This design comes from an exercise in tuning for small area and a short achievable clock period on the open sky130 flow, not from production work.
No functional check of the RTL was part of any run shown here.

--- flow/run.sh ---
#!/bin/bash
# synth_recipe.tcl (not shown) runs the flow's synth.tcl, then flattens the netlist and writes it again
# the make line also repeats each setting of config.mk as NAME=value (left out here)
make -C /OpenROAD-flow-scripts/flow DESIGN_CONFIG=/design/flow/config.mk WORK_HOME=/design/flow/orfs CLKGATE_MAP_FILE= SYNTH_SCRIPT=/design/flow/synth_recipe.tcl finish
--- flow/config.mk ---
export PLATFORM = sky130hd
export DESIGN_NAME = pe
export DESIGN_NICKNAME = pe
export VERILOG_FILES = /design/flow/design.v
export SDC_FILE = /design/flow/constraint.sdc
export NUM_CORES = 4
export LEC_CHECK = 0
export CAP_MARGIN = 20
export CORE_MARGIN = 2
export CORE_UTILIZATION = 55
export SETUP_SLACK_MARGIN = 0
export SLEW_MARGIN = 20
export SYNTH_HIERARCHICAL = 1
--- flow/constraint.sdc ---
create_clock -name core_clock -period 11.0 [get_ports {clk}]
set_input_delay 2.2000 -clock core_clock [delete_from_list [all_inputs] [get_ports {clk}]]
set_output_delay 2.2000 -clock core_clock [all_outputs]
set_load 0.01 [all_outputs]
--- flow/design.v ---
`default_nettype none
`timescale 1ns / 1ps
module pe (
    input wire clk,
    input wire rst,
    input wire [15:0] act,
    input wire [15:0] wgt,
    input wire store,
    input wire reuse,
    input wire [3:0] addr,
    input wire update_out,
    output reg [31:0] out
);
    reg [31:0] acc;               
    reg [15:0] r1, r2, r3;        
    reg start;
    reg [15:0] act_r;
    reg [15:0] bm_r;              
    reg s0_r;                     
    reg keep_r;                   
    wire a0 = addr == 4'd0;
    wire a1 = addr == 4'd1;
    wire a2 = addr == 4'd2;
    wire a3 = addr == 4'd3;
    wire [15:0] bm = ({16{~reuse}} & wgt) | ({16{reuse & a1}} & r1)
                   | ({16{reuse & a2}} & r2) | ({16{reuse & a3}} & r3);
    wire [31:0] B = s0_r ? acc : {16'd0, bm_r};
    wire [31:0] acc_s_g = {32{keep_r}} & acc;
    wire [17:0] ax = {1'b0, act_r, 1'b0};
    wire [7:0] one, two, neg;
    genvar g;
    generate for (g = 0; g < 8; g = g + 1) begin : enc
        assign one[g] = ax[2*g+1] ^ ax[2*g];
        assign two[g] = (ax[2*g+2] & ~ax[2*g+1] & ~ax[2*g]) | (~ax[2*g+2] & ax[2*g+1] & ax[2*g]);
        assign neg[g] = ax[2*g+2];
    end endgenerate
    wire [32:0] Bx = {B, 1'b0};
    wire [31:0] pp0;
    wire [29:0] pp1;
    wire [27:0] pp2;
    wire [25:0] pp3;
    wire [23:0] pp4;
    wire [21:0] pp5;
    wire [19:0] pp6;
    wire [17:0] pp7;
    generate for (g = 0; g < 32; g = g + 1) begin : pp
        if (g < 32) pe_bsel b0 (.one(one[0]), .two(two[0]), .neg(neg[0]), .b1(Bx[g+1]), .b0(Bx[g]), .p(pp0[g]));
        if (g < 30) pe_bsel b1 (.one(one[1]), .two(two[1]), .neg(neg[1]), .b1(Bx[g+1]), .b0(Bx[g]), .p(pp1[g]));
        if (g < 28) pe_bsel b2 (.one(one[2]), .two(two[2]), .neg(neg[2]), .b1(Bx[g+1]), .b0(Bx[g]), .p(pp2[g]));
        if (g < 26) pe_bsel b3 (.one(one[3]), .two(two[3]), .neg(neg[3]), .b1(Bx[g+1]), .b0(Bx[g]), .p(pp3[g]));
        if (g < 24) pe_bsel b4 (.one(one[4]), .two(two[4]), .neg(neg[4]), .b1(Bx[g+1]), .b0(Bx[g]), .p(pp4[g]));
        if (g < 22) pe_bsel b5 (.one(one[5]), .two(two[5]), .neg(neg[5]), .b1(Bx[g+1]), .b0(Bx[g]), .p(pp5[g]));
        if (g < 20) pe_bsel b6 (.one(one[6]), .two(two[6]), .neg(neg[6]), .b1(Bx[g+1]), .b0(Bx[g]), .p(pp6[g]));
        if (g < 18) pe_bsel b7 (.one(one[7]), .two(two[7]), .neg(neg[7]), .b1(Bx[g+1]), .b0(Bx[g]), .p(pp7[g]));
    end endgenerate
    wire [15:0] pp8 = {16{act_r[15]}} & B[15:0];
    wire fs1, fc1;
    pe_fa u0 (.a(neg[0]), .b(acc_s_g[0]), .c(pp0[0]), .s(fs1), .co(fc1));
    wire fs2, fc2;
    pe_fa u1 (.a(acc_s_g[1]), .b(pp0[1]), .c(fc1), .s(fs2), .co(fc2));
    wire fs3, fc3;
    pe_fa u2 (.a(neg[1]), .b(acc_s_g[2]), .c(pp0[2]), .s(fs3), .co(fc3));
    wire fs4, fc4;
    pe_fa u3 (.a(pp1[0]), .b(fs3), .c(fc2), .s(fs4), .co(fc4));
    wire fs5, fc5;
    pe_fa u4 (.a(acc_s_g[3]), .b(pp0[3]), .c(pp1[1]), .s(fs5), .co(fc5));
    wire fs6, fc6;
    pe_fa u5 (.a(fc3), .b(fs5), .c(fc4), .s(fs6), .co(fc6));
    wire fs7, fc7;
    pe_fa u6 (.a(neg[2]), .b(acc_s_g[4]), .c(pp0[4]), .s(fs7), .co(fc7));
    wire fs8, fc8;
    pe_fa u7 (.a(pp1[2]), .b(pp2[0]), .c(fs7), .s(fs8), .co(fc8));
    wire fs9, fc9;
    pe_fa u8 (.a(fc5), .b(fs8), .c(fc6), .s(fs9), .co(fc9));
    wire fs10, fc10;
    pe_fa u9 (.a(acc_s_g[5]), .b(pp0[5]), .c(pp1[3]), .s(fs10), .co(fc10));
    wire fs11, fc11;
    pe_fa u10 (.a(pp2[1]), .b(fc7), .c(fs10), .s(fs11), .co(fc11));
    wire hs1, hc1;
    pe_ha u11 (.a(fc8), .b(fs11), .s(hs1), .co(hc1));
    wire fs12, fc12;
    pe_fa u12 (.a(neg[3]), .b(acc_s_g[6]), .c(pp0[6]), .s(fs12), .co(fc12));
    wire fs13, fc13;
    pe_fa u13 (.a(pp1[4]), .b(pp2[2]), .c(pp3[0]), .s(fs13), .co(fc13));
    wire fs14, fc14;
    pe_fa u14 (.a(fs12), .b(fc10), .c(fs13), .s(fs14), .co(fc14));
    wire fs15, fc15;
    pe_fa u15 (.a(fc11), .b(fs14), .c(hc1), .s(fs15), .co(fc15));
    wire fs16, fc16;
    pe_fa u16 (.a(acc_s_g[7]), .b(pp0[7]), .c(pp1[5]), .s(fs16), .co(fc16));
    wire fs17, fc17;
    pe_fa u17 (.a(pp2[3]), .b(pp3[1]), .c(fc12), .s(fs17), .co(fc17));
    wire fs18, fc18;
    pe_fa u18 (.a(fc13), .b(fs16), .c(fs17), .s(fs18), .co(fc18));
    wire fs19, fc19;
    pe_fa u19 (.a(fc14), .b(fs18), .c(fc15), .s(fs19), .co(fc19));
    wire fs20, fc20;
    pe_fa u20 (.a(neg[4]), .b(acc_s_g[8]), .c(pp0[8]), .s(fs20), .co(fc20));
    wire fs21, fc21;
    pe_fa u21 (.a(pp1[6]), .b(pp2[4]), .c(pp3[2]), .s(fs21), .co(fc21));
    wire fs22, fc22;
    pe_fa u22 (.a(pp4[0]), .b(fs20), .c(fc16), .s(fs22), .co(fc22));
    wire fs23, fc23;
    pe_fa u23 (.a(fs21), .b(fc17), .c(fs22), .s(fs23), .co(fc23));
    wire hs2, hc2;
    pe_ha u24 (.a(fc18), .b(fs23), .s(hs2), .co(hc2));
    wire fs24, fc24;
    pe_fa u25 (.a(acc_s_g[9]), .b(pp0[9]), .c(pp1[7]), .s(fs24), .co(fc24));
    wire fs25, fc25;
    pe_fa u26 (.a(pp2[5]), .b(pp3[3]), .c(pp4[1]), .s(fs25), .co(fc25));
    wire fs26, fc26;
    pe_fa u27 (.a(fc20), .b(fc21), .c(fs24), .s(fs26), .co(fc26));
    wire fs27, fc27;
    pe_fa u28 (.a(fs25), .b(fc22), .c(fs26), .s(fs27), .co(fc27));
    wire fs28, fc28;
    pe_fa u29 (.a(fc23), .b(fs27), .c(hc2), .s(fs28), .co(fc28));
    wire fs29, fc29;
    pe_fa u30 (.a(neg[5]), .b(acc_s_g[10]), .c(pp0[10]), .s(fs29), .co(fc29));
    wire fs30, fc30;
    pe_fa u31 (.a(pp1[8]), .b(pp2[6]), .c(pp3[4]), .s(fs30), .co(fc30));
    wire fs31, fc31;
    pe_fa u32 (.a(pp4[2]), .b(pp5[0]), .c(fs29), .s(fs31), .co(fc31));
    wire fs32, fc32;
    pe_fa u33 (.a(fc24), .b(fc25), .c(fs30), .s(fs32), .co(fc32));
    wire fs33, fc33;
    pe_fa u34 (.a(fs31), .b(fc26), .c(fs32), .s(fs33), .co(fc33));
    wire hs3, hc3;
    pe_ha u35 (.a(fc27), .b(fs33), .s(hs3), .co(hc3));
    wire fs34, fc34;
    pe_fa u36 (.a(acc_s_g[11]), .b(pp0[11]), .c(pp1[9]), .s(fs34), .co(fc34));
    wire fs35, fc35;
    pe_fa u37 (.a(pp2[7]), .b(pp3[5]), .c(pp4[3]), .s(fs35), .co(fc35));
    wire fs36, fc36;
    pe_fa u38 (.a(pp5[1]), .b(fc29), .c(fc30), .s(fs36), .co(fc36));
    wire fs37, fc37;
    pe_fa u39 (.a(fs34), .b(fs35), .c(fc31), .s(fs37), .co(fc37));
    wire fs38, fc38;
    pe_fa u40 (.a(fc32), .b(fs36), .c(fs37), .s(fs38), .co(fc38));
    wire fs39, fc39;
    pe_fa u41 (.a(fc33), .b(fs38), .c(hc3), .s(fs39), .co(fc39));
    wire fs40, fc40;
    pe_fa u42 (.a(neg[6]), .b(acc_s_g[12]), .c(pp0[12]), .s(fs40), .co(fc40));
    wire fs41, fc41;
    pe_fa u43 (.a(pp1[10]), .b(pp2[8]), .c(pp3[6]), .s(fs41), .co(fc41));
    wire fs42, fc42;
    pe_fa u44 (.a(pp4[4]), .b(pp5[2]), .c(pp6[0]), .s(fs42), .co(fc42));
    wire fs43, fc43;
    pe_fa u45 (.a(fs40), .b(fc34), .c(fc35), .s(fs43), .co(fc43));
    wire fs44, fc44;
    pe_fa u46 (.a(fs41), .b(fs42), .c(fc36), .s(fs44), .co(fc44));
    wire fs45, fc45;
    pe_fa u47 (.a(fs43), .b(fc37), .c(fs44), .s(fs45), .co(fc45));
    wire hs4, hc4;
    pe_ha u48 (.a(fc38), .b(fs45), .s(hs4), .co(hc4));
    wire fs46, fc46;
    pe_fa u49 (.a(acc_s_g[13]), .b(pp0[13]), .c(pp1[11]), .s(fs46), .co(fc46));
    wire fs47, fc47;
    pe_fa u50 (.a(pp2[9]), .b(pp3[7]), .c(pp4[5]), .s(fs47), .co(fc47));
    wire fs48, fc48;
    pe_fa u51 (.a(pp5[3]), .b(pp6[1]), .c(fc40), .s(fs48), .co(fc48));
    wire fs49, fc49;
    pe_fa u52 (.a(fc41), .b(fc42), .c(fs46), .s(fs49), .co(fc49));
    wire fs50, fc50;
    pe_fa u53 (.a(fs47), .b(fs48), .c(fc43), .s(fs50), .co(fc50));
    wire fs51, fc51;
    pe_fa u54 (.a(fs49), .b(fc44), .c(fs50), .s(fs51), .co(fc51));
    wire hs5, hc5;
    pe_ha u55 (.a(fc45), .b(fs51), .s(hs5), .co(hc5));
    wire fs52, fc52;
    pe_fa u56 (.a(neg[7]), .b(acc_s_g[14]), .c(pp0[14]), .s(fs52), .co(fc52));
    wire fs53, fc53;
    pe_fa u57 (.a(pp1[12]), .b(pp2[10]), .c(pp3[8]), .s(fs53), .co(fc53));
    wire fs54, fc54;
    pe_fa u58 (.a(pp4[6]), .b(pp5[4]), .c(pp6[2]), .s(fs54), .co(fc54));
    wire fs55, fc55;
    pe_fa u59 (.a(pp7[0]), .b(fs52), .c(fc46), .s(fs55), .co(fc55));
    wire fs56, fc56;
    pe_fa u60 (.a(fc47), .b(fs53), .c(fs54), .s(fs56), .co(fc56));
    wire fs57, fc57;
    pe_fa u61 (.a(fc48), .b(fc49), .c(fs55), .s(fs57), .co(fc57));
    wire fs58, fc58;
    pe_fa u62 (.a(fs56), .b(fc50), .c(fs57), .s(fs58), .co(fc58));
    wire hs6, hc6;
    pe_ha u63 (.a(fc51), .b(fs58), .s(hs6), .co(hc6));
    wire fs59, fc59;
    pe_fa u64 (.a(acc_s_g[15]), .b(pp0[15]), .c(pp1[13]), .s(fs59), .co(fc59));
    wire fs60, fc60;
    pe_fa u65 (.a(pp2[11]), .b(pp3[9]), .c(pp4[7]), .s(fs60), .co(fc60));
    wire fs61, fc61;
    pe_fa u66 (.a(pp5[5]), .b(pp6[3]), .c(pp7[1]), .s(fs61), .co(fc61));
    wire fs62, fc62;
    pe_fa u67 (.a(fc52), .b(fc53), .c(fc54), .s(fs62), .co(fc62));
    wire fs63, fc63;
    pe_fa u68 (.a(fs59), .b(fs60), .c(fs61), .s(fs63), .co(fc63));
    wire fs64, fc64;
    pe_fa u69 (.a(fc55), .b(fc56), .c(fs62), .s(fs64), .co(fc64));
    wire fs65, fc65;
    pe_fa u70 (.a(fs63), .b(fc57), .c(fs64), .s(fs65), .co(fc65));
    wire hs7, hc7;
    pe_ha u71 (.a(fc58), .b(fs65), .s(hs7), .co(hc7));
    wire fs66, fc66;
    pe_fa u72 (.a(acc_s_g[16]), .b(pp8[0]), .c(pp0[16]), .s(fs66), .co(fc66));
    wire fs67, fc67;
    pe_fa u73 (.a(pp1[14]), .b(pp2[12]), .c(pp3[10]), .s(fs67), .co(fc67));
    wire fs68, fc68;
    pe_fa u74 (.a(pp4[8]), .b(pp5[6]), .c(pp6[4]), .s(fs68), .co(fc68));
    wire fs69, fc69;
    pe_fa u75 (.a(pp7[2]), .b(fs66), .c(fc59), .s(fs69), .co(fc69));
    wire fs70, fc70;
    pe_fa u76 (.a(fc60), .b(fc61), .c(fs67), .s(fs70), .co(fc70));
    wire fs71, fc71;
    pe_fa u77 (.a(fs68), .b(fc62), .c(fs69), .s(fs71), .co(fc71));
    wire fs72, fc72;
    pe_fa u78 (.a(fc63), .b(fs70), .c(fc64), .s(fs72), .co(fc72));
    wire fs73, fc73;
    pe_fa u79 (.a(fs71), .b(fs72), .c(fc65), .s(fs73), .co(fc73));
    wire fs74, fc74;
    pe_fa u80 (.a(acc_s_g[17]), .b(pp8[1]), .c(pp0[17]), .s(fs74), .co(fc74));
    wire fs75, fc75;
    pe_fa u81 (.a(pp1[15]), .b(pp2[13]), .c(pp3[11]), .s(fs75), .co(fc75));
    wire fs76, fc76;
    pe_fa u82 (.a(pp4[9]), .b(pp5[7]), .c(pp6[5]), .s(fs76), .co(fc76));
    wire fs77, fc77;
    pe_fa u83 (.a(pp7[3]), .b(fc66), .c(fs74), .s(fs77), .co(fc77));
    wire fs78, fc78;
    pe_fa u84 (.a(fc67), .b(fc68), .c(fs75), .s(fs78), .co(fc78));
    wire fs79, fc79;
    pe_fa u85 (.a(fs76), .b(fc69), .c(fc70), .s(fs79), .co(fc79));
    wire fs80, fc80;
    pe_fa u86 (.a(fs77), .b(fs78), .c(fc71), .s(fs80), .co(fc80));
    wire fs81, fc81;
    pe_fa u87 (.a(fs79), .b(fs80), .c(fc72), .s(fs81), .co(fc81));
    wire fs82, fc82;
    pe_fa u88 (.a(acc_s_g[18]), .b(pp8[2]), .c(pp0[18]), .s(fs82), .co(fc82));
    wire fs83, fc83;
    pe_fa u89 (.a(pp1[16]), .b(pp2[14]), .c(pp3[12]), .s(fs83), .co(fc83));
    wire fs84, fc84;
    pe_fa u90 (.a(pp4[10]), .b(pp5[8]), .c(pp6[6]), .s(fs84), .co(fc84));
    wire fs85, fc85;
    pe_fa u91 (.a(pp7[4]), .b(fc74), .c(fs82), .s(fs85), .co(fc85));
    wire fs86, fc86;
    pe_fa u92 (.a(fc75), .b(fc76), .c(fs83), .s(fs86), .co(fc86));
    wire fs87, fc87;
    pe_fa u93 (.a(fs84), .b(fc77), .c(fc78), .s(fs87), .co(fc87));
    wire fs88, fc88;
    pe_fa u94 (.a(fs85), .b(fs86), .c(fc79), .s(fs88), .co(fc88));
    wire fs89, fc89;
    pe_fa u95 (.a(fs87), .b(fc80), .c(fs88), .s(fs89), .co(fc89));
    wire fs90, fc90;
    pe_fa u96 (.a(acc_s_g[19]), .b(pp8[3]), .c(pp0[19]), .s(fs90), .co(fc90));
    wire fs91, fc91;
    pe_fa u97 (.a(pp1[17]), .b(pp2[15]), .c(pp3[13]), .s(fs91), .co(fc91));
    wire fs92, fc92;
    pe_fa u98 (.a(pp4[11]), .b(pp5[9]), .c(pp6[7]), .s(fs92), .co(fc92));
    wire fs93, fc93;
    pe_fa u99 (.a(pp7[5]), .b(fc82), .c(fs90), .s(fs93), .co(fc93));
    wire fs94, fc94;
    pe_fa u100 (.a(fc83), .b(fc84), .c(fs91), .s(fs94), .co(fc94));
    wire fs95, fc95;
    pe_fa u101 (.a(fs92), .b(fc85), .c(fc86), .s(fs95), .co(fc95));
    wire fs96, fc96;
    pe_fa u102 (.a(fs93), .b(fs94), .c(fc87), .s(fs96), .co(fc96));
    wire fs97, fc97;
    pe_fa u103 (.a(fs95), .b(fc88), .c(fs96), .s(fs97), .co(fc97));
    wire fs98, fc98;
    pe_fa u104 (.a(acc_s_g[20]), .b(pp8[4]), .c(pp0[20]), .s(fs98), .co(fc98));
    wire fs99, fc99;
    pe_fa u105 (.a(pp1[18]), .b(pp2[16]), .c(pp3[14]), .s(fs99), .co(fc99));
    wire fs100, fc100;
    pe_fa u106 (.a(pp4[12]), .b(pp5[10]), .c(pp6[8]), .s(fs100), .co(fc100));
    wire fs101, fc101;
    pe_fa u107 (.a(pp7[6]), .b(fc90), .c(fs98), .s(fs101), .co(fc101));
    wire fs102, fc102;
    pe_fa u108 (.a(fc91), .b(fc92), .c(fs99), .s(fs102), .co(fc102));
    wire fs103, fc103;
    pe_fa u109 (.a(fs100), .b(fc93), .c(fc94), .s(fs103), .co(fc103));
    wire fs104, fc104;
    pe_fa u110 (.a(fs101), .b(fs102), .c(fc95), .s(fs104), .co(fc104));
    wire fs105, fc105;
    pe_fa u111 (.a(fs103), .b(fc96), .c(fs104), .s(fs105), .co(fc105));
    wire fs106, fc106;
    pe_fa u112 (.a(acc_s_g[21]), .b(pp8[5]), .c(pp0[21]), .s(fs106), .co(fc106));
    wire fs107, fc107;
    pe_fa u113 (.a(pp1[19]), .b(pp2[17]), .c(pp3[15]), .s(fs107), .co(fc107));
    wire fs108, fc108;
    pe_fa u114 (.a(pp4[13]), .b(pp5[11]), .c(pp6[9]), .s(fs108), .co(fc108));
    wire fs109, fc109;
    pe_fa u115 (.a(pp7[7]), .b(fc98), .c(fs106), .s(fs109), .co(fc109));
    wire fs110, fc110;
    pe_fa u116 (.a(fc99), .b(fc100), .c(fs107), .s(fs110), .co(fc110));
    wire fs111, fc111;
    pe_fa u117 (.a(fs108), .b(fc101), .c(fc102), .s(fs111), .co(fc111));
    wire fs112, fc112;
    pe_fa u118 (.a(fs109), .b(fs110), .c(fc103), .s(fs112), .co(fc112));
    wire fs113, fc113;
    pe_fa u119 (.a(fs111), .b(fc104), .c(fs112), .s(fs113), .co(fc113));
    wire fs114, fc114;
    pe_fa u120 (.a(acc_s_g[22]), .b(pp8[6]), .c(pp0[22]), .s(fs114), .co(fc114));
    wire fs115, fc115;
    pe_fa u121 (.a(pp1[20]), .b(pp2[18]), .c(pp3[16]), .s(fs115), .co(fc115));
    wire fs116, fc116;
    pe_fa u122 (.a(pp4[14]), .b(pp5[12]), .c(pp6[10]), .s(fs116), .co(fc116));
    wire fs117, fc117;
    pe_fa u123 (.a(pp7[8]), .b(fc106), .c(fs114), .s(fs117), .co(fc117));
    wire fs118, fc118;
    pe_fa u124 (.a(fc107), .b(fc108), .c(fs115), .s(fs118), .co(fc118));
    wire fs119, fc119;
    pe_fa u125 (.a(fs116), .b(fc109), .c(fc110), .s(fs119), .co(fc119));
    wire fs120, fc120;
    pe_fa u126 (.a(fs117), .b(fs118), .c(fc111), .s(fs120), .co(fc120));
    wire fs121, fc121;
    pe_fa u127 (.a(fs119), .b(fc112), .c(fs120), .s(fs121), .co(fc121));
    wire fs122, fc122;
    pe_fa u128 (.a(acc_s_g[23]), .b(pp8[7]), .c(pp0[23]), .s(fs122), .co(fc122));
    wire fs123, fc123;
    pe_fa u129 (.a(pp1[21]), .b(pp2[19]), .c(pp3[17]), .s(fs123), .co(fc123));
    wire fs124, fc124;
    pe_fa u130 (.a(pp4[15]), .b(pp5[13]), .c(pp6[11]), .s(fs124), .co(fc124));
    wire fs125, fc125;
    pe_fa u131 (.a(pp7[9]), .b(fc114), .c(fs122), .s(fs125), .co(fc125));
    wire fs126, fc126;
    pe_fa u132 (.a(fc115), .b(fc116), .c(fs123), .s(fs126), .co(fc126));
    wire fs127, fc127;
    pe_fa u133 (.a(fs124), .b(fc117), .c(fc118), .s(fs127), .co(fc127));
    wire fs128, fc128;
    pe_fa u134 (.a(fs125), .b(fs126), .c(fc119), .s(fs128), .co(fc128));
    wire fs129, fc129;
    pe_fa u135 (.a(fs127), .b(fc120), .c(fs128), .s(fs129), .co(fc129));
    wire fs130, fc130;
    pe_fa u136 (.a(acc_s_g[24]), .b(pp8[8]), .c(pp0[24]), .s(fs130), .co(fc130));
    wire fs131, fc131;
    pe_fa u137 (.a(pp1[22]), .b(pp2[20]), .c(pp3[18]), .s(fs131), .co(fc131));
    wire fs132, fc132;
    pe_fa u138 (.a(pp4[16]), .b(pp5[14]), .c(pp6[12]), .s(fs132), .co(fc132));
    wire fs133, fc133;
    pe_fa u139 (.a(pp7[10]), .b(fc122), .c(fs130), .s(fs133), .co(fc133));
    wire fs134, fc134;
    pe_fa u140 (.a(fc123), .b(fc124), .c(fs131), .s(fs134), .co(fc134));
    wire fs135, fc135;
    pe_fa u141 (.a(fs132), .b(fc125), .c(fc126), .s(fs135), .co(fc135));
    wire fs136, fc136;
    pe_fa u142 (.a(fs133), .b(fs134), .c(fc127), .s(fs136), .co(fc136));
    wire fs137, fc137;
    pe_fa u143 (.a(fs135), .b(fc128), .c(fs136), .s(fs137), .co(fc137));
    wire fs138, fc138;
    pe_fa u144 (.a(acc_s_g[25]), .b(pp8[9]), .c(pp0[25]), .s(fs138), .co(fc138));
    wire fs139, fc139;
    pe_fa u145 (.a(pp1[23]), .b(pp2[21]), .c(pp3[19]), .s(fs139), .co(fc139));
    wire fs140, fc140;
    pe_fa u146 (.a(pp4[17]), .b(pp5[15]), .c(pp6[13]), .s(fs140), .co(fc140));
    wire fs141, fc141;
    pe_fa u147 (.a(pp7[11]), .b(fc130), .c(fs138), .s(fs141), .co(fc141));
    wire fs142, fc142;
    pe_fa u148 (.a(fc131), .b(fc132), .c(fs139), .s(fs142), .co(fc142));
    wire fs143, fc143;
    pe_fa u149 (.a(fs140), .b(fc133), .c(fc134), .s(fs143), .co(fc143));
    wire fs144, fc144;
    pe_fa u150 (.a(fs141), .b(fs142), .c(fc135), .s(fs144), .co(fc144));
    wire fs145, fc145;
    pe_fa u151 (.a(fs143), .b(fc136), .c(fs144), .s(fs145), .co(fc145));
    wire fs146, fc146;
    pe_fa u152 (.a(acc_s_g[26]), .b(pp8[10]), .c(pp0[26]), .s(fs146), .co(fc146));
    wire fs147, fc147;
    pe_fa u153 (.a(pp1[24]), .b(pp2[22]), .c(pp3[20]), .s(fs147), .co(fc147));
    wire fs148, fc148;
    pe_fa u154 (.a(pp4[18]), .b(pp5[16]), .c(pp6[14]), .s(fs148), .co(fc148));
    wire fs149, fc149;
    pe_fa u155 (.a(pp7[12]), .b(fc138), .c(fs146), .s(fs149), .co(fc149));
    wire fs150, fc150;
    pe_fa u156 (.a(fc139), .b(fc140), .c(fs147), .s(fs150), .co(fc150));
    wire fs151, fc151;
    pe_fa u157 (.a(fs148), .b(fc141), .c(fc142), .s(fs151), .co(fc151));
    wire fs152, fc152;
    pe_fa u158 (.a(fs149), .b(fs150), .c(fc143), .s(fs152), .co(fc152));
    wire fs153, fc153;
    pe_fa u159 (.a(fs151), .b(fc144), .c(fs152), .s(fs153), .co(fc153));
    wire fs154, fc154;
    pe_fa u160 (.a(acc_s_g[27]), .b(pp8[11]), .c(pp0[27]), .s(fs154), .co(fc154));
    wire fs155, fc155;
    pe_fa u161 (.a(pp1[25]), .b(pp2[23]), .c(pp3[21]), .s(fs155), .co(fc155));
    wire fs156, fc156;
    pe_fa u162 (.a(pp4[19]), .b(pp5[17]), .c(pp6[15]), .s(fs156), .co(fc156));
    wire fs157, fc157;
    pe_fa u163 (.a(pp7[13]), .b(fc146), .c(fs154), .s(fs157), .co(fc157));
    wire fs158, fc158;
    pe_fa u164 (.a(fc147), .b(fc148), .c(fs155), .s(fs158), .co(fc158));
    wire fs159, fc159;
    pe_fa u165 (.a(fs156), .b(fc149), .c(fc150), .s(fs159), .co(fc159));
    wire fs160, fc160;
    pe_fa u166 (.a(fs157), .b(fs158), .c(fc151), .s(fs160), .co(fc160));
    wire fs161, fc161;
    pe_fa u167 (.a(fs159), .b(fc152), .c(fs160), .s(fs161), .co(fc161));
    wire fs162, fc162;
    pe_fa u168 (.a(acc_s_g[28]), .b(pp8[12]), .c(pp0[28]), .s(fs162), .co(fc162));
    wire fs163, fc163;
    pe_fa u169 (.a(pp1[26]), .b(pp2[24]), .c(pp3[22]), .s(fs163), .co(fc163));
    wire fs164, fc164;
    pe_fa u170 (.a(pp4[20]), .b(pp5[18]), .c(pp6[16]), .s(fs164), .co(fc164));
    wire fs165, fc165;
    pe_fa u171 (.a(pp7[14]), .b(fc154), .c(fs162), .s(fs165), .co(fc165));
    wire fs166, fc166;
    pe_fa u172 (.a(fc155), .b(fc156), .c(fs163), .s(fs166), .co(fc166));
    wire fs167, fc167;
    pe_fa u173 (.a(fs164), .b(fc157), .c(fc158), .s(fs167), .co(fc167));
    wire fs168, fc168;
    pe_fa u174 (.a(fs165), .b(fs166), .c(fc159), .s(fs168), .co(fc168));
    wire fs169, fc169;
    pe_fa u175 (.a(fs167), .b(fc160), .c(fs168), .s(fs169), .co(fc169));
    wire fs170, fc170;
    pe_fa u176 (.a(acc_s_g[29]), .b(pp8[13]), .c(pp0[29]), .s(fs170), .co(fc170));
    wire fs171, fc171;
    pe_fa u177 (.a(pp1[27]), .b(pp2[25]), .c(pp3[23]), .s(fs171), .co(fc171));
    wire fs172, fc172;
    pe_fa u178 (.a(pp4[21]), .b(pp5[19]), .c(pp6[17]), .s(fs172), .co(fc172));
    wire fs173, fc173;
    pe_fa u179 (.a(pp7[15]), .b(fc162), .c(fs170), .s(fs173), .co(fc173));
    wire fs174, fc174;
    pe_fa u180 (.a(fc163), .b(fc164), .c(fs171), .s(fs174), .co(fc174));
    wire fs175, fc175;
    pe_fa u181 (.a(fs172), .b(fc165), .c(fc166), .s(fs175), .co(fc175));
    wire fs176, fc176;
    pe_fa u182 (.a(fs173), .b(fs174), .c(fc167), .s(fs176), .co(fc176));
    wire fs177, fc177;
    pe_fa u183 (.a(fs175), .b(fc168), .c(fs176), .s(fs177), .co(fc177));
    wire fs178, fc178;
    pe_fa u184 (.a(acc_s_g[30]), .b(pp8[14]), .c(pp0[30]), .s(fs178), .co(fc178));
    wire fs179, fc179;
    pe_fa u185 (.a(pp1[28]), .b(pp2[26]), .c(pp3[24]), .s(fs179), .co(fc179));
    wire fs180, fc180;
    pe_fa u186 (.a(pp4[22]), .b(pp5[20]), .c(pp6[18]), .s(fs180), .co(fc180));
    wire fs181, fc181;
    pe_fa u187 (.a(pp7[16]), .b(fc170), .c(fs178), .s(fs181), .co(fc181));
    wire fs182, fc182;
    pe_fa u188 (.a(fc171), .b(fc172), .c(fs179), .s(fs182), .co(fc182));
    wire fs183, fc183;
    pe_fa u189 (.a(fs180), .b(fc173), .c(fc174), .s(fs183), .co(fc183));
    wire fs184, fc184;
    pe_fa u190 (.a(fs181), .b(fs182), .c(fc175), .s(fs184), .co(fc184));
    wire fs185, fc185;
    pe_fa u191 (.a(fs183), .b(fc176), .c(fs184), .s(fs185), .co(fc185));
    wire fs186, fc186;
    pe_fa u192 (.a(acc_s_g[31]), .b(pp8[15]), .c(pp0[31]), .s(fs186), .co(fc186));
    wire fs187, fc187;
    pe_fa u193 (.a(pp1[29]), .b(pp2[27]), .c(pp3[25]), .s(fs187), .co(fc187));
    wire fs188, fc188;
    pe_fa u194 (.a(pp4[23]), .b(pp5[21]), .c(pp6[19]), .s(fs188), .co(fc188));
    wire fs189, fc189;
    pe_fa u195 (.a(pp7[17]), .b(fc178), .c(fs186), .s(fs189), .co(fc189));
    wire fs190, fc190;
    pe_fa u196 (.a(fc179), .b(fc180), .c(fs187), .s(fs190), .co(fc190));
    wire fs191, fc191;
    pe_fa u197 (.a(fs188), .b(fc181), .c(fc182), .s(fs191), .co(fc191));
    wire fs192, fc192;
    pe_fa u198 (.a(fs189), .b(fs190), .c(fc183), .s(fs192), .co(fc192));
    wire fs193, fc193;
    pe_fa u199 (.a(fs191), .b(fc184), .c(fs192), .s(fs193), .co(fc193));
    wire [31:0] row_a = {fc185, fc177, fc169, fc161, fc153, fc145, fc137, fc129, fc121, fc113, fc105, fc97, fc89, fc81, fs81, hc7, hc6, hc5, hc4, hs4, fs39, hs3, fs28, hs2, fs19, fs15, hs1, fs9, fs6, fs4, fs2, fs1};
    wire [31:0] row_b = {fs193, fs185, fs177, fs169, fs161, fs153, fs145, fs137, fs129, fs121, fs113, fs105, fs97, fs89, fc73, fs73, hs7, hs6, hs5, fc39, 1'b0, fc28, 1'b0, fc19, 1'b0, 1'b0, fc9, 1'b0, 1'b0, 1'b0, 1'b0, 1'b0};
    wire [31:0] acc_next = row_a + row_b;
    always @(posedge clk) begin
        act_r <= act;
        bm_r <= rst ? 16'd0 : bm;
        s0_r <= ~rst & reuse & a0;
        keep_r <= ~rst & ~start;
        acc <= acc_next;
        if (rst) begin
            r1 <= 16'd0;
            r2 <= 16'd0;
            r3 <= 16'd0;
            out <= 32'd0;
            start <= 1'b0;
        end else begin
            if (store && a1) r1 <= wgt;
            if (store && a2) r2 <= wgt;
            if (store && a3) r3 <= wgt;
            if (update_out) out <= acc_next;
            start <= update_out;
        end
    end
endmodule
module pe_bsel (input wire one, input wire two, input wire neg, input wire b1, input wire b0, output wire p);
    assign p = ((one & b1) | (two & b0)) ^ neg;
endmodule
module pe_fa (input wire a, input wire b, input wire c, output wire s, output wire co);
    assign s = a ^ b ^ c;
    assign co = (a & b) | (a & c) | (b & c);
endmodule
module pe_ha (input wire a, input wire b, output wire s, output wire co);
    assign s = a ^ b;
    assign co = a & b;
endmodule
==> results of run 1 <==
how the worst max path moves through the flow:
stage,cells past startpoint,startpoint,to
3_5_place_dp,18,act_r[1]$_DFF_P_,out[29]$_SDFFE_PP0P_
4_1_cts,18,act_r[1]$_DFF_P_,out[29]$_SDFFE_PP0P_
5_1_grt,18,act_r[1]$_DFF_P_,out[29]$_SDFFE_PP0P_
3_3_place_gp,18,act_r[1]$_DFF_P_,out[29]$_SDFFE_PP0P_
2_1_floorplan,17,act_r[3]$_DFF_P_,out[29]$_SDFFE_PP0P_
6_report,18,act_r[1]$_DFF_P_,out[29]$_SDFFE_PP0P_
sequential cells by signal (all words and copies together) (netlist names):
register and flops:
acc 32, act_r 16, bm_r 16, keep_r 1
out 32, r1 16, r2 16, r3 16
s0_r 1, start 1
placed cells by master (no fill, tap or decap), types with 17 or more instances in the layout:
cell type        count
nor2_1              32
ha_1                30
mux2i_1             18
fa_1               193
xnor2_1            212
buf_4               29
nand2_1            138
dfxtp_1            141
clkbuf_16           17
a21oi_1             88
clkdlybuf4s50_1     70
and2_1              68
a22oi_2            200
modules after synthesis, one instance, submodules excluded:
module	cells	times used	cell area [µm²]
pe	763	1	6666
pe_bsel	2	200	21.27
pe_fa	1	193	20.02
pe_ha	1	7	12.51
final cells by class:
cell class                      instances  area (µm²)
Timing Repair Buffer                  100       923.4
Antenna cell                            1       2.502
Multi-Input combinational cell       1176       11920
Clock buffer                           17       425.4
Sequential cell                       147        2950
Fill cell                            2259        9869
Inverter                                6       22.52
Clock inverter                         15       183.9
Tap cell                              341       426.7
worst max-delay path, cell delays in order (launching register included):
cell and delay [ns]:
dfxtp_2 0.70, buf_4 0.50, nand3b_1 0.19, o21ai_4 0.08, buf_4 0.45, a22oi_2 0.11, xnor2_1 0.19, fa_1 0.53
fa_1 0.44, fa_1 0.43, fa_1 0.53, fa_1 0.45, ha_1 0.39, a21oi_1 0.18, o21ai_0 0.10, nor3_1 0.54
o21ai_0 0.33, a31o_2 0.34, a211o_1 0.25
metal layers:
layer	up-vias	GRT usage [%]	part of all wire, %	wire length (µm)
li1	5031	-	-	-
met1	5674	47.79	48	20310
met2	436	45.46	43	18410
met3	39	6.135	7.3	3091
met4	0	6.409	1.5	632
met5	-	0	0	0
cell families after synthesis:
logic type,after synthesis
multiplexers,34
XOR/XNOR,230
buffers and inverters,47
AND/OR/NAND/NOR,316
AO/OA/AOI/OAI,365
other,1
adder cells (fa/ha/maj),223
flip-flops,147
==> summary.txt, run 1 <==
Post-Synth Simple-Gate Area: 10.52%
min-delay worst type: flip-flop to flip-flop
root buffer cell: clkbuf_16
Synth Area in XOR/XNOR: 13.55%
core area: 26730 µm²
mapped cell area: 14870 µm²
first-pass GRT wire length: 67.63 mm
crit path setup slack, layout: 4.104 ns
std cell rows: 60
Die ar.: 28370 µm²
Adder-Cell Fraction of Synth Area: 28.50%
Final Non-Filler Cells: 1803
crit path max fanout: 30
Post-synth EDFFs: 0
Clock Sinks: 147
Seq cells post-synth: 147
largest net degree at the start of global routing: 99
Clock Latency Late Sink: 0.45 ns
final setup vio count: 0
complex-gate fraction of the synthesized area: 23.99%
fraction of registers with async set/reset: 0%
post-synthesis sequential area ratio: 19.79%
Die Span X: 168.4 µm
# IOs: 73
HP Start: start$_SDFF_PP0_
initial antenna violation count: 0
via count: 11180
Hold Crit Depth: 1
reg-to-reg endpoint: out[29]$_SDFFE_PP0P_
CTS tree: done
proportion of netlist area held by the largest area contributor: 25.98%
FMAX: 145.0 MHz
ys flop type: dfxtp_1
Inst Count DP: 1770
Cell Area, Placed: 16240 µm²
most numerous cell in the Yosys netlist: xnor2_1
CTS buffer count: 17
reg-to-reg slack, setup: 4.10 ns
Yosys cell types: 58
FF-to-FF Start: act_r[1]$_DFF_P_
WL per Instance: 23.54 µm
DRT Pass-1 Iters: 5
CTS H-Tree Depth: 4
final hold vios: 0
cell accounting for the most synthesized area: fa_1
slew at the pin closest to its max-slew limit: 1.090 ns
Setup TNS Final: 0 ns
antenna-violating nets left: 0
All-Layer GR Usage: 31.08%
status: finished clean
multiplexer area fraction after synthesis: 2.423%
Final Cycle Share: 62.69%
Mapped Cells: 1363
RSZ-0062 raised after global routing: no
synth top area cells: fa_1 (26%), dfxtp_1 (20%), a22oi_2 (17%), xnor2_1 (12%), nand2_1 (3.5%)
share of layout cells above drive strength 1: 21.49%
Hold-fix buffers, CTS: 0
worst clock skew: 0.03459 ns
post-CTS sizing: 0
CP Class: flip-flop to flip-flop
pins over their slew limit: 0
grt total ovfl: 0
Final Util: 63.07%
final non-filler cell area: 16860 µm²
Mean Syn Cell Area: 10.91 µm²
DRC: 0
Routed WL: 42.45 mm
R2R depth: 18
Setup crit start kind: flip-flop
yosys synthesis warning count: 7
Worst Setup End Kind: flip-flop
Place WS: 4.163 ns
port buffer count: 72
Placer Congestion: 0.8996
Post-CTS Setup Bufs: 0
Worst Path Arrival: 7.22 ns
largest family of logic cells by synthesized area: adder cells
# nets final: 1712
CP required: 11.33 ns
Slew headroom: 27.30%
Reg clk slew, reported paths: 0.08 ns
Initial Utilization: 55.65%
area grow syn2layout: 13.34%
worst hold slack: 0.3928 ns
Synth top cells by count: xnor2_1 (212), a22oi_2 (200), fa_1 (193)
Chip Height: 168.4 µm
Final Critical Period: 6.896 ns
hold path endpoint: keep_r$_DFF_P_
Max Root-Sink Buffers: 2
MaxCap Viol Count: 0
Detailed Place HPWL: 30.28 mm
DR vias/cell: 6.201
initial DRC count: 1046
vias in the first global route: 11220
==> run 2: changes to the inputs <==
--- a/flow/config.mk
+++ b/flow/config.mk
@@ -8,6 +8,6 @@
 export CAP_MARGIN = 20
 export CORE_MARGIN = 2
 export CORE_UTILIZATION = 55
-export SETUP_SLACK_MARGIN = 0
+export SETUP_SLACK_MARGIN = 5
 export SLEW_MARGIN = 20
 export SYNTH_HIERARCHICAL = 1
==> summary.txt, run 2 <==
Worst Path Arrival: 6.19 ns
Synth top cells by count: xnor2_1 (212), a22oi_2 (200), fa_1 (193)
via count: 11590
Cell Area, Placed: 16240 µm²
Die ar.: 28370 µm²
initial DRC count: 1126
share of layout cells above drive strength 1: 25.45%
DR vias/cell: 6.267
Die Span X: 168.4 µm
initial antenna violation count: 0
antenna-violating nets left: 0
final non-filler cell area: 17660 µm²
Routed WL: 44.95 mm
Fill cells: 2128
CTS buffer count: 17
Clock Latency Late Sink: 0.44 ns
largest registers: acc: 32 flops, out: 32 flops
cell accounting for the most synthesized area: fa_1
worst hold slack: 0.3901 ns
DRC: 0
FF-to-FF Start: s0_r$_DFF_P_
Worst Setup End Kind: flip-flop
final hold vios: 0
# IOs: 73
Final Util: 66.09%
status: finished clean
crit path max fanout: 32
HP Start: start$_SDFF_PP0_
FF/Latch Area: 2967 µm²
Inst Count DP: 1762
fraction of registers with async set/reset: 0%
min-delay worst type: flip-flop to flip-flop
reg-to-reg slack, setup: 5.14 ns
vias in the first global route: 11530
Multi-input gate area: 12180 µm²
CP required: 11.33 ns
post-synthesis sequential area ratio: 19.79%
Yosys cell types: 58
Hold-fix buffers, CTS: 0
root buffer cell: clkbuf_16
Final Non-Filler Cells: 1850
ys flop type: dfxtp_1
Final Cycle Share: 53.28%
worst clock skew: 0.01810 ns
All-Layer GR Usage: 32.49%
Slew headroom: 36.70%
Antenna diodes: 0
synth top area cells: fa_1 (26%), dfxtp_1 (20%), a22oi_2 (17%), xnor2_1 (12%), nand2_1 (3.5%)
Reg clk slew, reported paths: 0.07 ns
# nets final: 1760
RSZ-0062 raised after global routing: yes
Seq cells post-synth: 147
slew at the pin closest to its max-slew limit: 0.9495 ns
Final Critical Period: 5.860 ns
crit path setup slack, layout: 5.140 ns
Post-synth EDFFs: 0
MaxCap Viol Count: 0
Clock Sinks: 147
yosys synthesis warning count: 7
first-pass GRT wire length: 70.51 mm
pins over their slew limit: 0
Setup TNS Final: 0 ns
Setup crit start kind: flip-flop
CP Class: flip-flop to flip-flop
Max Root-Sink Buffers: 2
Chip Height: 168.4 µm
most frequent cells in the layout: xnor2_1 (211), a22oi_2 (200), fa_1 (193)
largest net degree at the start of global routing: 94
mapped cell area: 14870 µm²
core area: 26730 µm²
port buffer count: 72
Mapped Cells: 1363
DRT Pass-1 Iters: 6
CTS tree: done
Detailed Place HPWL: 30.37 mm
CTS H-Tree Depth: 4
Place WS: 4.168 ns
std cell rows: 60
Initial Utilization: 55.65%
Placer Congestion: 0.8888
most numerous cell in the Yosys netlist: xnor2_1
area grow syn2layout: 18.77%
most common cell after layout, fill and taps aside: xnor2_1
FMAX: 170.6 MHz
proportion of netlist area held by the largest area contributor: 25.98%
final setup vio count: 0
WL per Instance: 24.30 µm
Mean Syn Cell Area: 10.91 µm²
grt total ovfl: 0
crit path launch: s0_r$_DFF_P_
run 2: cell counts after synthesis:
No cell type changed its count.
run 2: repair_timing:
item                                    in CTS  in global routing
pin swaps                                    4                  5
gates resized for setup                     42                 25
gates cloned                                 4                  1
endpoints found under the setup margin      28                 21
buffers inserted                            18                 33
run 2: cells by family after synthesis:
logic type	count (synthesis)	share of synthesized area [%]
AOI/OAI and AO/OA	365	23.99
and+or+nand+nor	316	10.52
xor gates and xnor gates	230	13.55
adders and majority gates	223	28.50
DFF	147	19.79
buffers and inverters	47	1.203
muxes	34	2.423
other	1	0.02522
run 2: critical path, cell delays in order, from the launching register on:
cell and delay, ns:
dfxtp_1 0.36, buf_12 0.23, mux2_4 0.46, buf_4 0.19
a22oi_2 0.16, xnor2_1 0.12, fa_1 0.45, fa_1 0.42
fa_1 0.40, fa_1 0.51, fa_1 0.46, ha_1 0.41
a21oi_1 0.28, o211ai_1 0.14, a221oi_1 0.36, o21ai_1 0.22
a31o_2 0.30, a211o_1 0.25
run 2: layer usage:
metal	share of wire (%)	vias up	GRT usage (%)
met5	0	-	0
met4	2.2	0	7.721
met3	7.1	70	5.501
met2	44	476	47.49
met1	47	5921	50.21
li1	-	5127	-
run 2: path summary, 6_finish.rpt:
path                            cells after the start                    to
worst min register to register                      1        keep_r$_DFF_P_
worst min-delay path                                1        keep_r$_DFF_P_
worst max register to register                     17  out[29]$_SDFFE_PP0P_
worst max-delay path                               17  out[29]$_SDFFE_PP0P_
run 2: area by class of cell:
class	count	share of cell area, %
clock buffers	17	2.408
well taps	341	2.416
inverters	6	0.1275
clock inverters	15	1.055
repair buffers	144	8.245
flip-flops and latches	147	16.80
multi-input cells	1180	68.95
run 2: Yosys stat by module, one instance, submodules excluded:
module | cell area [µm²] | times used
pe | 6666 | 1
pe_bsel | 21.27 | 200
pe_fa | 20.02 | 193
pe_ha | 12.51 | 7
==> run 3: changes to the inputs <==
--- a/flow/design.v
+++ b/flow/design.v
@@ -11,30 +11,29 @@
     input wire update_out,
     output reg [31:0] out
 );
-    reg [31:0] acc;               
+    reg [31:0] accg;              
+    reg [31:0] bm_r;              
+    reg [15:0] pp8_r;             
+    reg [7:0] one, two, neg;      
     reg [15:0] r1, r2, r3;        
     reg start;
-    reg [15:0] act_r;
-    reg [15:0] bm_r;              
-    reg s0_r;                     
-    reg keep_r;                   
+    wire [31:0] acc_next;
     wire a0 = addr == 4'd0;
     wire a1 = addr == 4'd1;
     wire a2 = addr == 4'd2;
     wire a3 = addr == 4'd3;
     wire [15:0] bm = ({16{~reuse}} & wgt) | ({16{reuse & a1}} & r1)
                    | ({16{reuse & a2}} & r2) | ({16{reuse & a3}} & r3);
-    wire [31:0] B = s0_r ? acc : {16'd0, bm_r};
-    wire [31:0] acc_s_g = {32{keep_r}} & acc;
-    wire [17:0] ax = {1'b0, act_r, 1'b0};
-    wire [7:0] one, two, neg;
+    wire [31:0] bsel = rst ? 32'd0 : (reuse & a0) ? acc_next : {16'd0, bm};
+    wire keep = ~rst & ~start;
+    wire [17:0] ax = {1'b0, act, 1'b0};
+    wire [7:0] one_d, two_d;
     genvar g;
     generate for (g = 0; g < 8; g = g + 1) begin : enc
-        assign one[g] = ax[2*g+1] ^ ax[2*g];
-        assign two[g] = (ax[2*g+2] & ~ax[2*g+1] & ~ax[2*g]) | (~ax[2*g+2] & ax[2*g+1] & ax[2*g]);
-        assign neg[g] = ax[2*g+2];
+        assign one_d[g] = ax[2*g+1] ^ ax[2*g];
+        assign two_d[g] = (ax[2*g+2] & ~ax[2*g+1] & ~ax[2*g]) | (~ax[2*g+2] & ax[2*g+1] & ax[2*g]);
     end endgenerate
-    wire [32:0] Bx = {B, 1'b0};
+    wire [32:0] Bx = {bm_r, 1'b0};
     wire [31:0] pp0;
     wire [29:0] pp1;
     wire [27:0] pp2;
@@ -53,7 +52,8 @@
         if (g < 20) pe_bsel b6 (.one(one[6]), .two(two[6]), .neg(neg[6]), .b1(Bx[g+1]), .b0(Bx[g]), .p(pp6[g]));
         if (g < 18) pe_bsel b7 (.one(one[7]), .two(two[7]), .neg(neg[7]), .b1(Bx[g+1]), .b0(Bx[g]), .p(pp7[g]));
     end endgenerate
-    wire [15:0] pp8 = {16{act_r[15]}} & B[15:0];
+    wire [31:0] acc_s_g = accg;
+    wire [15:0] pp8 = pp8_r;
     wire fs1, fc1;
     pe_fa u0 (.a(neg[0]), .b(acc_s_g[0]), .c(pp0[0]), .s(fs1), .co(fc1));
     wire fs2, fc2;
@@ -199,7 +199,7 @@
     wire hs7, hc7;
     pe_ha u71 (.a(fc58), .b(fs65), .s(hs7), .co(hc7));
     wire fs66, fc66;
-    pe_fa u72 (.a(acc_s_g[16]), .b(pp8[0]), .c(pp0[16]), .s(fs66), .co(fc66));
+    pe_fa u72 (.a(pp8[0]), .b(acc_s_g[16]), .c(pp0[16]), .s(fs66), .co(fc66));
     wire fs67, fc67;
     pe_fa u73 (.a(pp1[14]), .b(pp2[12]), .c(pp3[10]), .s(fs67), .co(fc67));
     wire fs68, fc68;
@@ -215,7 +215,7 @@
     wire fs73, fc73;
     pe_fa u79 (.a(fs71), .b(fs72), .c(fc65), .s(fs73), .co(fc73));
     wire fs74, fc74;
-    pe_fa u80 (.a(acc_s_g[17]), .b(pp8[1]), .c(pp0[17]), .s(fs74), .co(fc74));
+    pe_fa u80 (.a(pp8[1]), .b(acc_s_g[17]), .c(pp0[17]), .s(fs74), .co(fc74));
     wire fs75, fc75;
     pe_fa u81 (.a(pp1[15]), .b(pp2[13]), .c(pp3[11]), .s(fs75), .co(fc75));
     wire fs76, fc76;
@@ -231,7 +231,7 @@
     wire fs81, fc81;
     pe_fa u87 (.a(fs79), .b(fs80), .c(fc72), .s(fs81), .co(fc81));
     wire fs82, fc82;
-    pe_fa u88 (.a(acc_s_g[18]), .b(pp8[2]), .c(pp0[18]), .s(fs82), .co(fc82));
+    pe_fa u88 (.a(pp8[2]), .b(acc_s_g[18]), .c(pp0[18]), .s(fs82), .co(fc82));
     wire fs83, fc83;
     pe_fa u89 (.a(pp1[16]), .b(pp2[14]), .c(pp3[12]), .s(fs83), .co(fc83));
     wire fs84, fc84;
@@ -247,7 +247,7 @@
     wire fs89, fc89;
     pe_fa u95 (.a(fs87), .b(fc80), .c(fs88), .s(fs89), .co(fc89));
     wire fs90, fc90;
-    pe_fa u96 (.a(acc_s_g[19]), .b(pp8[3]), .c(pp0[19]), .s(fs90), .co(fc90));
+    pe_fa u96 (.a(pp8[3]), .b(acc_s_g[19]), .c(pp0[19]), .s(fs90), .co(fc90));
     wire fs91, fc91;
     pe_fa u97 (.a(pp1[17]), .b(pp2[15]), .c(pp3[13]), .s(fs91), .co(fc91));
     wire fs92, fc92;
@@ -263,7 +263,7 @@
     wire fs97, fc97;
     pe_fa u103 (.a(fs95), .b(fc88), .c(fs96), .s(fs97), .co(fc97));
     wire fs98, fc98;
-    pe_fa u104 (.a(acc_s_g[20]), .b(pp8[4]), .c(pp0[20]), .s(fs98), .co(fc98));
+    pe_fa u104 (.a(pp8[4]), .b(acc_s_g[20]), .c(pp0[20]), .s(fs98), .co(fc98));
     wire fs99, fc99;
     pe_fa u105 (.a(pp1[18]), .b(pp2[16]), .c(pp3[14]), .s(fs99), .co(fc99));
     wire fs100, fc100;
@@ -279,7 +279,7 @@
     wire fs105, fc105;
     pe_fa u111 (.a(fs103), .b(fc96), .c(fs104), .s(fs105), .co(fc105));
     wire fs106, fc106;
-    pe_fa u112 (.a(acc_s_g[21]), .b(pp8[5]), .c(pp0[21]), .s(fs106), .co(fc106));
+    pe_fa u112 (.a(pp8[5]), .b(acc_s_g[21]), .c(pp0[21]), .s(fs106), .co(fc106));
     wire fs107, fc107;
     pe_fa u113 (.a(pp1[19]), .b(pp2[17]), .c(pp3[15]), .s(fs107), .co(fc107));
     wire fs108, fc108;
@@ -295,7 +295,7 @@
     wire fs113, fc113;
     pe_fa u119 (.a(fs111), .b(fc104), .c(fs112), .s(fs113), .co(fc113));
     wire fs114, fc114;
-    pe_fa u120 (.a(acc_s_g[22]), .b(pp8[6]), .c(pp0[22]), .s(fs114), .co(fc114));
+    pe_fa u120 (.a(pp8[6]), .b(acc_s_g[22]), .c(pp0[22]), .s(fs114), .co(fc114));
     wire fs115, fc115;
     pe_fa u121 (.a(pp1[20]), .b(pp2[18]), .c(pp3[16]), .s(fs115), .co(fc115));
     wire fs116, fc116;
@@ -311,7 +311,7 @@
     wire fs121, fc121;
     pe_fa u127 (.a(fs119), .b(fc112), .c(fs120), .s(fs121), .co(fc121));
     wire fs122, fc122;
-    pe_fa u128 (.a(acc_s_g[23]), .b(pp8[7]), .c(pp0[23]), .s(fs122), .co(fc122));
+    pe_fa u128 (.a(pp8[7]), .b(acc_s_g[23]), .c(pp0[23]), .s(fs122), .co(fc122));
     wire fs123, fc123;
     pe_fa u129 (.a(pp1[21]), .b(pp2[19]), .c(pp3[17]), .s(fs123), .co(fc123));
     wire fs124, fc124;
@@ -327,7 +327,7 @@
     wire fs129, fc129;
     pe_fa u135 (.a(fs127), .b(fc120), .c(fs128), .s(fs129), .co(fc129));
     wire fs130, fc130;
-    pe_fa u136 (.a(acc_s_g[24]), .b(pp8[8]), .c(pp0[24]), .s(fs130), .co(fc130));
+    pe_fa u136 (.a(pp8[8]), .b(acc_s_g[24]), .c(pp0[24]), .s(fs130), .co(fc130));
     wire fs131, fc131;
     pe_fa u137 (.a(pp1[22]), .b(pp2[20]), .c(pp3[18]), .s(fs131), .co(fc131));
     wire fs132, fc132;
@@ -343,7 +343,7 @@
     wire fs137, fc137;
     pe_fa u143 (.a(fs135), .b(fc128), .c(fs136), .s(fs137), .co(fc137));
     wire fs138, fc138;
-    pe_fa u144 (.a(acc_s_g[25]), .b(pp8[9]), .c(pp0[25]), .s(fs138), .co(fc138));
+    pe_fa u144 (.a(pp8[9]), .b(acc_s_g[25]), .c(pp0[25]), .s(fs138), .co(fc138));
     wire fs139, fc139;
     pe_fa u145 (.a(pp1[23]), .b(pp2[21]), .c(pp3[19]), .s(fs139), .co(fc139));
     wire fs140, fc140;
@@ -359,7 +359,7 @@
     wire fs145, fc145;
     pe_fa u151 (.a(fs143), .b(fc136), .c(fs144), .s(fs145), .co(fc145));
     wire fs146, fc146;
-    pe_fa u152 (.a(acc_s_g[26]), .b(pp8[10]), .c(pp0[26]), .s(fs146), .co(fc146));
+    pe_fa u152 (.a(pp8[10]), .b(acc_s_g[26]), .c(pp0[26]), .s(fs146), .co(fc146));
     wire fs147, fc147;
     pe_fa u153 (.a(pp1[24]), .b(pp2[22]), .c(pp3[20]), .s(fs147), .co(fc147));
     wire fs148, fc148;
@@ -375,7 +375,7 @@
     wire fs153, fc153;
     pe_fa u159 (.a(fs151), .b(fc144), .c(fs152), .s(fs153), .co(fc153));
     wire fs154, fc154;
-    pe_fa u160 (.a(acc_s_g[27]), .b(pp8[11]), .c(pp0[27]), .s(fs154), .co(fc154));
+    pe_fa u160 (.a(pp8[11]), .b(acc_s_g[27]), .c(pp0[27]), .s(fs154), .co(fc154));
     wire fs155, fc155;
     pe_fa u161 (.a(pp1[25]), .b(pp2[23]), .c(pp3[21]), .s(fs155), .co(fc155));
     wire fs156, fc156;
@@ -391,7 +391,7 @@
     wire fs161, fc161;
     pe_fa u167 (.a(fs159), .b(fc152), .c(fs160), .s(fs161), .co(fc161));
     wire fs162, fc162;
-    pe_fa u168 (.a(acc_s_g[28]), .b(pp8[12]), .c(pp0[28]), .s(fs162), .co(fc162));
+    pe_fa u168 (.a(pp8[12]), .b(acc_s_g[28]), .c(pp0[28]), .s(fs162), .co(fc162));
     wire fs163, fc163;
     pe_fa u169 (.a(pp1[26]), .b(pp2[24]), .c(pp3[22]), .s(fs163), .co(fc163));
     wire fs164, fc164;
@@ -407,7 +407,7 @@
     wire fs169, fc169;
     pe_fa u175 (.a(fs167), .b(fc160), .c(fs168), .s(fs169), .co(fc169));
     wire fs170, fc170;
-    pe_fa u176 (.a(acc_s_g[29]), .b(pp8[13]), .c(pp0[29]), .s(fs170), .co(fc170));
+    pe_fa u176 (.a(pp8[13]), .b(acc_s_g[29]), .c(pp0[29]), .s(fs170), .co(fc170));
     wire fs171, fc171;
     pe_fa u177 (.a(pp1[27]), .b(pp2[25]), .c(pp3[23]), .s(fs171), .co(fc171));
     wire fs172, fc172;
@@ -423,7 +423,7 @@
     wire fs177, fc177;
     pe_fa u183 (.a(fs175), .b(fc168), .c(fs176), .s(fs177), .co(fc177));
     wire fs178, fc178;
-    pe_fa u184 (.a(acc_s_g[30]), .b(pp8[14]), .c(pp0[30]), .s(fs178), .co(fc178));
+    pe_fa u184 (.a(pp8[14]), .b(acc_s_g[30]), .c(pp0[30]), .s(fs178), .co(fc178));
     wire fs179, fc179;
     pe_fa u185 (.a(pp1[28]), .b(pp2[26]), .c(pp3[24]), .s(fs179), .co(fc179));
     wire fs180, fc180;
@@ -439,7 +439,7 @@
     wire fs185, fc185;
     pe_fa u191 (.a(fs183), .b(fc176), .c(fs184), .s(fs185), .co(fc185));
     wire fs186, fc186;
-    pe_fa u192 (.a(acc_s_g[31]), .b(pp8[15]), .c(pp0[31]), .s(fs186), .co(fc186));
+    pe_fa u192 (.a(pp8[15]), .b(acc_s_g[31]), .c(pp0[31]), .s(fs186), .co(fc186));
     wire fs187, fc187;
     pe_fa u193 (.a(pp1[29]), .b(pp2[27]), .c(pp3[25]), .s(fs187), .co(fc187));
     wire fs188, fc188;
@@ -456,13 +456,14 @@
     pe_fa u199 (.a(fs191), .b(fc184), .c(fs192), .s(fs193), .co(fc193));
     wire [31:0] row_a = {fc185, fc177, fc169, fc161, fc153, fc145, fc137, fc129, fc121, fc113, fc105, fc97, fc89, fc81, fs81, hc7, hc6, hc5, hc4, hs4, fs39, hs3, fs28, hs2, fs19, fs15, hs1, fs9, fs6, fs4, fs2, fs1};
     wire [31:0] row_b = {fs193, fs185, fs177, fs169, fs161, fs153, fs145, fs137, fs129, fs121, fs113, fs105, fs97, fs89, fc73, fs73, hs7, hs6, hs5, fc39, 1'b0, fc28, 1'b0, fc19, 1'b0, 1'b0, fc9, 1'b0, 1'b0, 1'b0, 1'b0, 1'b0};
-    wire [31:0] acc_next = row_a + row_b;
+    assign acc_next = row_a + row_b;
     always @(posedge clk) begin
-        act_r <= act;
-        bm_r <= rst ? 16'd0 : bm;
-        s0_r <= ~rst & reuse & a0;
-        keep_r <= ~rst & ~start;
-        acc <= acc_next;
+        bm_r <= bsel;
+        pp8_r <= {16{act[15]}} & bsel[15:0];
+        one <= one_d;
+        two <= two_d;
+        neg <= {act[15], act[13], act[11], act[9], act[7], act[5], act[3], act[1]};
+        accg <= {32{keep}} & acc_next;
         if (rst) begin
             r1 <= 16'd0;
             r2 <= 16'd0;
==> summary.txt, run 3 <==
status: finished clean
# nets final: 1822
Final Cycle Share: 52.88%
Clock Latency Late Sink: 0.45 ns
antenna-violating nets left: 0
crit path setup slack, layout: 5.183 ns
initial DRC count: 1047
Post-Synth Simple-Gate Area: 10.62%
Setup crit start kind: flip-flop
ys flop type: dfxtp_1
reg-to-reg slack, setup: 5.18 ns
synth top area cells: fa_1 (24%), dfxtp_1 (23%), a22oi_2 (16%), xnor2_1 (12%), nand2_1 (3.2%)
Clock Sinks: 185
CTS tree: done
MaxCap Viol Count: 0
most common cell after layout, fill and taps aside: xnor2_1
Post-CTS Setup Bufs: 0
# IOs: 73
Worst Path Arrival: 6.17 ns
FMAX: 171.9 MHz
Initial Utilization: 55.41%
most frequent cells in the layout: xnor2_1 (212), a22oi_2 (200), fa_1 (193)
yosys synthesis warning count: 7
std cell rows: 62
Adder-Cell Fraction of Synth Area: 26.80%
Yosys cell types: 67
Final Critical Period: 5.817 ns
largest family of logic cells by synthesized area: adder cells
first-pass GRT wire length: 75.47 mm
root buffer cell: clkbuf_16
Mean Syn Cell Area: 10.81 µm²
CP Class: flip-flop to flip-flop
pins over their slew limit: 0
Placer Congestion: 0.9143
initial antenna violation count: 0
port buffer count: 72
grt total ovfl: 0
crit path launch: two[0]$_DFF_P_
most numerous cell in the Yosys netlist: xnor2_1
DR vias/cell: 6.254
CP required: 11.35 ns
Worst Setup End Kind: flip-flop
Die Span X: 173.6 µm
Reg clk slew, reported paths: 0.08 ns
post-synthesis sequential area ratio: 23.41%
core area: 28550 µm²
largest net degree at the start of global routing: 83
final hold vios: 0
via count: 12230
complex-gate fraction of the synthesized area: 23.92%
Detailed Place HPWL: 34.70 mm
CTS buffer count: 17
largest registers: accg: 32 flops, bm_r: 32 flops, out: 32 flops
DRC: 0
CTS H-Tree Depth: 4
fraction of registers with async set/reset: 0%
WL per Instance: 24.97 µm
R2R depth: 15
share of layout cells above drive strength 1: 19.73%
final setup vio count: 0
DRT Pass-1 Iters: 5
mapped cell area: 15820 µm²
worst hold slack: 0.4532 ns
Synth top cells by count: xnor2_1 (212), a22oi_2 (200), fa_1 (193)
crit path max fanout: 32
Max Root-Sink Buffers: 2
Seq cells post-synth: 185
area grow syn2layout: 12.82%
FF-to-FF Start: two[0]$_DFF_P_
Final Util: 62.52%
Synth Area in XOR/XNOR: 12.46%
min-delay worst type: flip-flop to flip-flop
Slew headroom: 35.43%
multiplexer area fraction after synthesis: 1.115%
cell accounting for the most synthesized area: fa_1
vias in the first global route: 12220
Mapped Cells: 1463
Fill cells: 2442
RSZ-0062 raised after global routing: yes
Die ar.: 30130 µm²
Chip Height: 173.6 µm
All-Layer GR Usage: 33.12%
Routed WL: 48.84 mm
Setup TNS Final: 0 ns
slew at the pin closest to its max-slew limit: 0.9686 ns
worst clock skew: 0.01804 ns
Post-synth EDFFs: 0
Place WS: 5.143 ns
critical path capture point: out[31]$_SDFFE_PP0P_
proportion of netlist area held by the largest area contributor: 24.42%
reg-to-reg endpoint: out[31]$_SDFFE_PP0P_
run 3: changes by cell type after synthesis, sizes merged, moves of 14 or more:
cell    delta
nor2      +40
a22oi     +14
and2      -48
mux2      -14
nor3      +17
dfxtp     +38
nand2b    +18
a222oi    -16
run 3: cells by family after synthesis:
group / Yosys count
and+or+nand+nor: 350
other: 1
muxes: 17
AOI/OAI and AO/OA: 396
adders and majority gates: 223
buffers and inverters: 66
DFF: 185
xor gates and xnor gates: 225
run 3: worst max-delay path, stage by stage, from the launching register on:
cell and delay, ns:
dfxtp_2 0.32, buf_4 0.50, a22oi_2 0.12, xnor2_1 0.20
fa_1 0.48, fa_1 0.41, fa_1 0.51, fa_1 0.43
fa_1 0.42, ha_1 0.43, nand2_1 0.15, nor4_1 0.53
o21ai_1 0.26, a211oi_1 0.51, nor3_1 0.16, o31ai_1 0.24
run 3: final cells by class:
| cell class | count | area (µm²) | area share, % |
|---|---|---|---|
| Multi-Input combinational cell | 1219 | 11890 | 66.59 |
| Sequential cell | 185 | 3725 | 20.87 |
| Timing Repair Buffer | 115 | 1051 | 5.889 |
| Tap cell | 384 | 480.5 | 2.692 |
| Clock buffer | 19 | 432.9 | 2.426 |
| Clock inverter | 13 | 195.2 | 1.094 |
| Inverter | 20 | 75.07 | 0.4206 |
| Antenna cell | 1 | 2.502 | 0.01402 |
run 3: stage by stage:
step           instance area, µm²  cells
5_1_grt                     17840   1955
6_report                    17850   1956
2_1_floorplan               15850   1470
4_1_cts                     17800   1954
3_5_place_dp                17180   1922
3_3_place_gp                17180   1922
run 3: metal layers:
layer	wire length, µm	share of wire, %	GRT usage, %	vias to the layer above
met2	21330	44	48.55	510
met3	3857	7.9	6.776	56
li1	-	-	-	5409
met5	0	0	0	-
met4	852	1.7	7.878	0
met1	22800	47	50.29	6257
run 3: how the worst min path moves through the flow:
stage	slack [ns]	startpoint	depth (start not counted)	end
after global routing	0.47	r2[11]$_SDFFE_PP0P_	2	r2[11]$_SDFFE_PP0P_
after global placement	0.44	r2[6]$_SDFFE_PP0P_	2	r2[6]$_SDFFE_PP0P_
after floorplan	0.43	r2[1]$_SDFFE_PP0P_	2	r2[1]$_SDFFE_PP0P_
after CTS	0.45	r2[8]$_SDFFE_PP0P_	2	r2[8]$_SDFFE_PP0P_
after detailed placement	0.44	r2[8]$_SDFFE_PP0P_	2	r2[8]$_SDFFE_PP0P_
final	0.45	r2[2]$_SDFFE_PP0P_	2	r2[2]$_SDFFE_PP0P_
run 3: modules after synthesis, one instance, submodules excluded:
module	cells	copies in the design
pe_ha	1	7
pe_bsel	2	200
pe_fa	1	193
pe	863	1
run 3: what timing repair did:
action	in CTS	in global routing
setup endpoints to repair	0	12
hold buffers	0	0
gates resized for setup	0	12

## re-timing with driven ports
No port has a modelled driver above. Below, the same layouts with a new extraction and two added sets of constraints.
Step 1: set_driving_cell puts a clkbuf_16 on clk and a buf_2 on each other input, an assumption about the parent block.
Step 2 also shifts input and output timing later by t, the mid clock arrival at the registers, as if the neighbouring blocks saw the same clock.
a / b / c = no drivers / after step 1 / after step 2; a / b = the first two.
| run | shift t [ns] | slack for setup (ns) | worst setup path after step 2 |
|---|---|---|---|
| run 1 | 0.485 | 4.104 / 4.104 / 4.104 | register to register |
| run 2 | 0.480 | 5.140 / 5.140 / 5.140 | register to register |
| run 3 | 0.488 | 5.183 / 5.183 / 5.183 | register to register |
After both steps setup and hold are still met in every run listed.
